Background: an optimization exercise with open tools, aiming at small area. Do not read the settings as production practice.
Function was checked by simulation only, so behaviour that the tests miss may differ from the original.
Power and IR drop assume default switching activity.

## flow/run.sh

```bash
#!/bin/bash
# synth_recipe.tcl (not shown) runs the flow's synth.tcl, then flattens the netlist and writes it again
# the make line also repeats each setting of config.mk as NAME=value (left out here)
make -C /OpenROAD-flow-scripts/flow DESIGN_CONFIG=/design/flow/config.mk WORK_HOME=/design/flow/orfs CLKGATE_MAP_FILE= SYNTH_SCRIPT=/design/flow/synth_recipe.tcl finish
```

## flow/config.mk

```make
export PLATFORM = sky130hd
export DESIGN_NAME = PE
export DESIGN_NICKNAME = PE
export VERILOG_FILES = /design/flow/design.v
export SDC_FILE = /design/flow/constraint.sdc
export NUM_CORES = 4
export LEC_CHECK = 0
export CAP_MARGIN = 20
export CORE_MARGIN = 2
export CORE_UTILIZATION = 40
export SLEW_MARGIN = 20
```

## flow/constraint.sdc

```tcl
create_clock -name core_clock -period 5.0 [get_ports {clk}]
set_input_delay 1.0000 -clock core_clock [delete_from_list [all_inputs] [get_ports {clk}]]
set_output_delay 1.0000 -clock core_clock [all_outputs]
set_load 0.01 [all_outputs]
```

## flow/design.v

```verilog
`timescale 1ns/100ps
module lfsr (out, clk, rst, seed);
  output reg [7:0] out;
  input clk, rst;
  input [7:0] seed;
  wire feedback;
  assign feedback = out[7] ^ ~out[6] ^ ~out[5] ^ ~out[4];
always @(posedge clk, posedge rst)
  begin
    if (rst)
      out <= seed;
    else
      out <= {out[6:0],feedback};
  end
endmodule
`timescale 1ns/100ps
module mux(
din_0      ,  
din_1      ,  
sel        ,  
mux_out       
);
input [7:0] din_0;
input [7:0] din_1; 
input sel ;
output [7:0] mux_out;
assign mux_out = (sel) ? din_1 : din_0;
endmodule  
`timescale 1ns/100ps
module crossover_selector(clk, rst, bias, prob, seed, select);
input clk;
input rst;
input [0:0] bias;
input [7:0] prob;
input [7:0] seed;
wire [7:0] random;
lfsr random_lfsr (.out(random), .clk(clk), .rst(rst), .seed(seed));
output reg select;
always @(posedge clk)
begin
    if(rst==1'b1)
        begin
            select <= 1'b0;
        end
    else 
    begin
        if (prob > random) 
        begin
            select <= 1 ^ bias;
        end
        else begin
            select <= 0 ^ bias;
        end
    end
end
endmodule
`timescale 1ns/100ps
module perturb_selector(clk, rst, perturb_prob, seed, select);
input clk;
input rst;
input [7:0] perturb_prob;
input [7:0] seed;
wire [7:0] random;
lfsr random_lfsr (.out(random), .clk(clk), .rst(rst), .seed(seed));
output reg select;
always @(posedge clk)
begin
    if(rst==1'b1)
        begin
            select <= 1'b0;
        end
    else 
    begin
        if (perturb_prob > random) 
        begin
            select <= 1;
        end
        else begin
            select <= 0;
        end
    end
end
endmodule
`timescale 1ns/100ps
module crossover_engine(clk, rst, bias, co_prob, parent_gene0, parent_gene1, crossover_gene);
input clk;
input rst;
input [31:0] parent_gene0;
input [31:0] parent_gene1;
input bias;
input [7:0] co_prob;
wire [7:0] seed_wire1 = 8'b00001110;
wire [7:0] seed_wire2 = 8'b00001111;
wire [7:0] seed_wire3 = 8'b11000001;
wire [7:0] seed_wire4 = 8'b11000011;
wire select_out1;
wire select_out2;
wire select_out3;
wire select_out4;
output [31:0] crossover_gene;
crossover_selector c1 (.clk(clk), .rst(rst), .bias(bias), .prob(co_prob), .seed(seed_wire1), .select(select_out1));
crossover_selector c2 (.clk(clk), .rst(rst), .bias(bias), .prob(co_prob), .seed(seed_wire2), .select(select_out2));
crossover_selector c3 (.clk(clk), .rst(rst), .bias(bias), .prob(co_prob), .seed(seed_wire3), .select(select_out3));
crossover_selector c4 (.clk(clk), .rst(rst), .bias(bias), .prob(co_prob), .seed(seed_wire4), .select(select_out4));
mux m1(.din_0(parent_gene0[7:0]), .din_1(parent_gene1[7:0]), .sel(select_out1), .mux_out(crossover_gene[7:0]));
mux m2(.din_0(parent_gene0[15:8]), .din_1(parent_gene1[15:8]), .sel(select_out2), .mux_out(crossover_gene[15:8]));
mux m3(.din_0(parent_gene0[23:16]), .din_1(parent_gene1[23:16]), .sel(select_out3), .mux_out(crossover_gene[23:16]));
mux m4(.din_0(parent_gene0[31:24]), .din_1(parent_gene1[31:24]), .sel(select_out4), .mux_out(crossover_gene[31:24]));
always @(posedge clk)
begin
    if(rst==1'b1)
        begin
        end
end
endmodule
`timescale 1ns/100ps
module perturb_engine(clk, rst, perturb_prob, crossover_gene, child_gene);
input clk;
input rst;
input [31:0] crossover_gene;
input [7:0] perturb_prob;
wire [7:0] seed_wire1 = 8'b00001110;
wire [7:0] seed_wire2 = 8'b00001111;
wire [7:0] seed_wire3 = 8'b11000001;
wire [7:0] seed_wire4 = 8'b11000011;
wire [7:0] mutatedseed_wire1 = 8'b11101100;
wire [7:0] mutatedseed_wire2 = 8'b00101110;
wire [7:0] mutatedseed_wire3 = 8'b11001001;
wire [7:0] mutatedseed_wire4 = 8'b01101001;
wire [7:0] random1_wire;
wire [7:0] random2_wire;
wire [7:0] random3_wire;
wire [7:0] random4_wire;
lfsr randomp1_lfsr (.out(random1_wire), .clk(clk), .rst(rst), .seed(mutatedseed_wire1));
lfsr randomp2_lfsr (.out(random2_wire), .clk(clk), .rst(rst), .seed(mutatedseed_wire2));
lfsr randomp3_lfsr (.out(random3_wire), .clk(clk), .rst(rst), .seed(mutatedseed_wire3));
lfsr randomp4_lfsr (.out(random4_wire), .clk(clk), .rst(rst), .seed(mutatedseed_wire4));
wire select_out1;
wire select_out2;
wire select_out3;
wire select_out4;
output [31:0] child_gene;
perturb_selector p1 (.clk(clk), .rst(rst), .perturb_prob(perturb_prob), .seed(seed_wire1), .select(select_out1));
perturb_selector p2 (.clk(clk), .rst(rst), .perturb_prob(perturb_prob), .seed(seed_wire2), .select(select_out2));
perturb_selector p3 (.clk(clk), .rst(rst), .perturb_prob(perturb_prob), .seed(seed_wire3), .select(select_out3));
perturb_selector p4 (.clk(clk), .rst(rst), .perturb_prob(perturb_prob), .seed(seed_wire4), .select(select_out4));
mux m1(.din_0(crossover_gene[7:0]), .din_1(random1_wire), .sel(select_out1), .mux_out(child_gene[7:0]));
mux m2(.din_0(crossover_gene[15:8]), .din_1(random2_wire), .sel(select_out2), .mux_out(child_gene[15:8]));
mux m3(.din_0(crossover_gene[23:16]), .din_1(random3_wire), .sel(select_out3), .mux_out(child_gene[23:16]));
mux m4(.din_0(crossover_gene[31:24]), .din_1(random4_wire), .sel(select_out4), .mux_out(child_gene[31:24]));
always @(posedge clk)
begin
    if(rst==1'b1)
        begin
        end
end
endmodule
`timescale 1ns/100ps
module PE(clk, rst, bias, co_prob, perturb_prob, parent_gene0, parent_gene1, child_gene);
input clk;
input rst;
input bias;
input [7:0] co_prob;
input [7:0] perturb_prob;
input [31:0] parent_gene0;
input [31:0] parent_gene1;
reg [31:0] temp_latch;
output reg [31:0] child_gene;
wire [31:0] crossover_gene;
crossover_engine c_engine (.clk(clk), .rst(rst), .bias(bias), .co_prob(co_prob), .parent_gene0(parent_gene0), .parent_gene1(parent_gene1), .crossover_gene(crossover_gene));
perturb_engine p_engine (.clk(clk), .rst(rst), .perturb_prob(perturb_prob), .crossover_gene(temp_latch), .child_gene(child_gene));
always @(posedge clk)
begin
    if(rst == 1'b0)
        begin
            temp_latch <= crossover_gene;
        end
end
endmodule
```

==> impl_metrics.py <==
metrics = {
    "sta": {
        "max_slew_margin_pct": 57.6,
        "setup_viol": 0,
        "max_freq_mhz": 349,
        "tightestPinTransition_ps": 636,
        "worst_slack_ps": 2130,
        "whs_ps": 362,
        "tns_ps": 0,
        "final_max_slew_viol_count": 0,
        "skew_ps": 6.45,
        "hold_violations": 0,
        "fin_crit_sh_pct": 57.4,
        "fin_crit_ps": 2870,
        "rsz0062_at_grt": "no",
    },
    "worst_setup_path": {
        "path_cells": "mux2_2 > clkdlybuf4s50_1",
        "path_buf_inv": 1,
        "worst-path-max-fanout": 8,
        "start_kind": "flip-flop",
        "worstSetupPathType": "flip-flop to primary output",
        "cp.arrival_ps": 1870,
        "slowest_delay_ps": 570,
        "cpLargestDelayFamily": "flip-flops",
        "crit_path_end_kind": "primary output",
        "ff2ff_setup_slack_ps": 3320,
        "cp.required_ps": 4000,
        "slowest_stage": "dfxtp_1",
    },
    "logic_synthesis": {
        "ys_seq_area_share_pct": 56.5,
        "synth_top_area_share_pct": 20.1,
        "synthCells": 465,
        "synth_nets": 612,
        "yosys-top-cells-area": "dfrtp_1 (20%), dfstp_2 (19%), edfxtp_1 (15%)",
        "ys_ff_latch": 136,
        "yosys.cell_types.count": 23,
        "async_reset_ff_share_pct": 70.6,
        "syn_area_sq_um": 6340,
        "syn_area_per_cell_sq_um": 13.6,
        "synth_top_area_cell": "dfrtp_1",
        "synth-edff-count": 32,
        "yosysWarnings": 7,
        "synth_common_cells": "ha_1 (64), mux2_2 (64), inv_1 (59)",
        "ys.flop_type": "dfrtp_1",
    },
    "cells_and_area": {
        "num_antenna_cells": 0,
        "area_growth_pct": 30.7,
        "regArea_sq_um": 3580,
        "nets": 739,
        "drive_above_1_share_pct": 24.8,
        "fillers": 1356,
        "fin_area_sq_um": 8280,
        "final_util_pct": 52.7,
        "fin_cells": 821,
        "multi_input_area_sq_um": 2500,
    },
    "placement": {
        "dp_cells": 789,
        "dp_slack_ps": 2170,
        "dpl_cell_area_sq_um": 7740,
        "dp_hpwl_mm": 9.11,
        "port_buffers": 114,
        "gp_congestion": 0.779,
    },
    "drt": {
        "drtIter0Drc": 145,
        "vias": 3838,
        "wl_per_cell_um": 15.1,
        "final_antenna_net_count": 0,
        "routed_wirelength_mm": 12.4,
        "drc": 0,
        "vias_per_cell": 4.67,
        "dr.pass1.iters": 6,
    },
    "run": {
        "maxCapViolCount": 0,
    },
    "global_route": {
        "antenna_found_initial": 0,
        "grt_pass1_vias": 4083,
        "grt_pass1_wl_mm": 19.8,
        "gr-total-overflow": 0,
        "grt_use_total_pct": 15.5,
        "grt_max_degree": 56,
    },
    "floorplan": {
        "ios": 115,
        "fp.dieH_um": 130,
        "rows": 46,
        "die_width_um": 130,
        "die-area_sq_um": 16900,
        "initial_utilization_pct": 40.3,
        "core-area_sq_um": 15700,
    },
    "clocking": {
        "cts_buffers": 17,
        "cts_resized": 0,
        "holdBufCountCts": 0,
        "clk_latency_ps": 410,
        "tritoncts": "done",
        "clock_sinks": 136,
        "cts_setup_buffers": 0,
        "clk_pin_slew_ps": 60,
        "clockRootBuffer": "clkbuf_16",
        "htreeDepth": 4,
        "cts.path.max_buffers": 2,
    },
    "pwr": {
        "p_total_mw": 2.61,
        "peakVddDrop_v": 0.000241,
        "p_leak_nw": 3.40,
        "cellPowerDensity_nw_per_um2": 315,
    },
    "status": {
        "status": "finished clean",
    },
    "worst_hold_path": {
        "hold_class": "flip-flop to flip-flop",
    },
}
==> routing by layer <==
layer,wire length (um),vias to the layer above,global-route usage (%)
li1,-,1878,-
met1,5660,1862,19.7
met2,6050,81,25.3
met3,548,17,4.39
met4,149,0,5.76
met5,0,-,0
==> worst register-to-register path, stage by stage, from the launching register on <==
cell and delay, ps:
dfstp_2 540, inv_1 50, ha_1 300, a21oi_1 240, o21ai_4 80, o21ai_2 190
mux2i_1 200
==> kinds of logic after synthesis <==
logic type,count (synthesis),synth area share [%]
fa+ha+maj,64,12.6
simple gates,34,3.16
compound gates,60,6.63
buf+inv,67,4.13
flops,136,56.5
xor+xnor,36,4.97
mux,68,12.0
==> sequential cells by signal, indices dropped and copies added (netlist names), 8 cells and up <==
register / flops
c_engine.c1.random_lfsr.out: 8
c_engine.c2.random_lfsr.out: 8
c_engine.c3.random_lfsr.out: 8
c_engine.c4.random_lfsr.out: 8
p_engine.p1.random_lfsr.out: 8
p_engine.p2.random_lfsr.out: 8
p_engine.p3.random_lfsr.out: 8
p_engine.p4.random_lfsr.out: 8
p_engine.randomp1_lfsr.out: 8
p_engine.randomp2_lfsr.out: 8
p_engine.randomp3_lfsr.out: 8
p_engine.randomp4_lfsr.out: 8
temp_latch: 32
==> power by group <==
| part | internal [mW] | total (mW) | leakage [nW] | switching, mW |
|---|---|---|---|---|
| clock network | 0.679 | 1.13 | 0.264 | 0.456 |
| registers | 1.17 | 1.19 | 1.51 | 0.0210 |
| logic | 0.171 | 0.280 | 1.63 | 0.109 |
| total | 2.02 | 2.61 | 3.40 | 0.586 |
==> placed cells by master (no fill, tap or decap), types with 2 or more instances in the layout <==
master / instances
a21o_1: 8
a21oi_1: 24
clkbuf_1: 2
clkbuf_16: 17
clkdlybuf4s50_1: 114
clkinv_2: 5
clkinv_4: 4
clkinvlp_4: 2
dfrtp_1: 51
dfstp_2: 45
dfxtp_1: 8
edfxtp_1: 32
ha_1: 64
inv_1: 58
mux2_2: 64
mux2i_1: 4
nand2_1: 5
nand4_1: 16
nor2b_1: 8
o211ai_1: 4
o21a_1: 8
o21ai_0: 4
o21ai_2: 4
o21ai_4: 4
o21bai_1: 4
or2_1: 4
xnor2_1: 36
==> final timing paths <==
path                                                 from                             end  depth (start not counted)
setup / recovery                       p_engine.p4.select                  child_gene[26]                          2
hold / removal             p_engine.p1.random_lfsr.out[1]  p_engine.p1.random_lfsr.out[2]                          0
setup reg to reg           c_engine.c3.random_lfsr.out[7]              c_engine.c3.select                          6
hold reg to reg            p_engine.p1.random_lfsr.out[1]  p_engine.p1.random_lfsr.out[2]                          0
max in group asynchronous                             rst   p_engine.randomp4_lfsr.out[6]                          3
min in group asynchronous                             rst   p_engine.randomp4_lfsr.out[4]                          2
==> layout make-up <==
class,instances,share of cell area (%)
repair buffers,116,14.1
clock inverters,13,1.31
multi-input cells,262,30.2
inverters,59,2.70
clock buffers,19,5.23
well taps,216,3.26
flip-flops and latches,136,43.2

## re-timing with driven ports
The results above use ideal ports. As a check the final layout listed here was re-extracted and re-timed, cells and wires unchanged. Step 1, drivers: a clkbuf_16 drives clk and a buf_2 each remaining input, both assumed. Step 2 moves the port delays by t, midway between the first and last clock arrival at a register: inputs arrive t later, outputs are due t later. That takes back most of the time a late clock gives input paths. Slacks: no drivers / after step 1 / after step 2; pairs: no drivers / after step 1.
shift t [ns]: 0.446
setup WS [ns]: 2.132 / 2.092 / 2.222
slew at the worst register clock pin (ns): 0.06 / 0.06
After both steps setup and hold are still met in this run. The setup slack of this run moves by -0.040 ns with the drivers and by +0.090 ns with both steps.
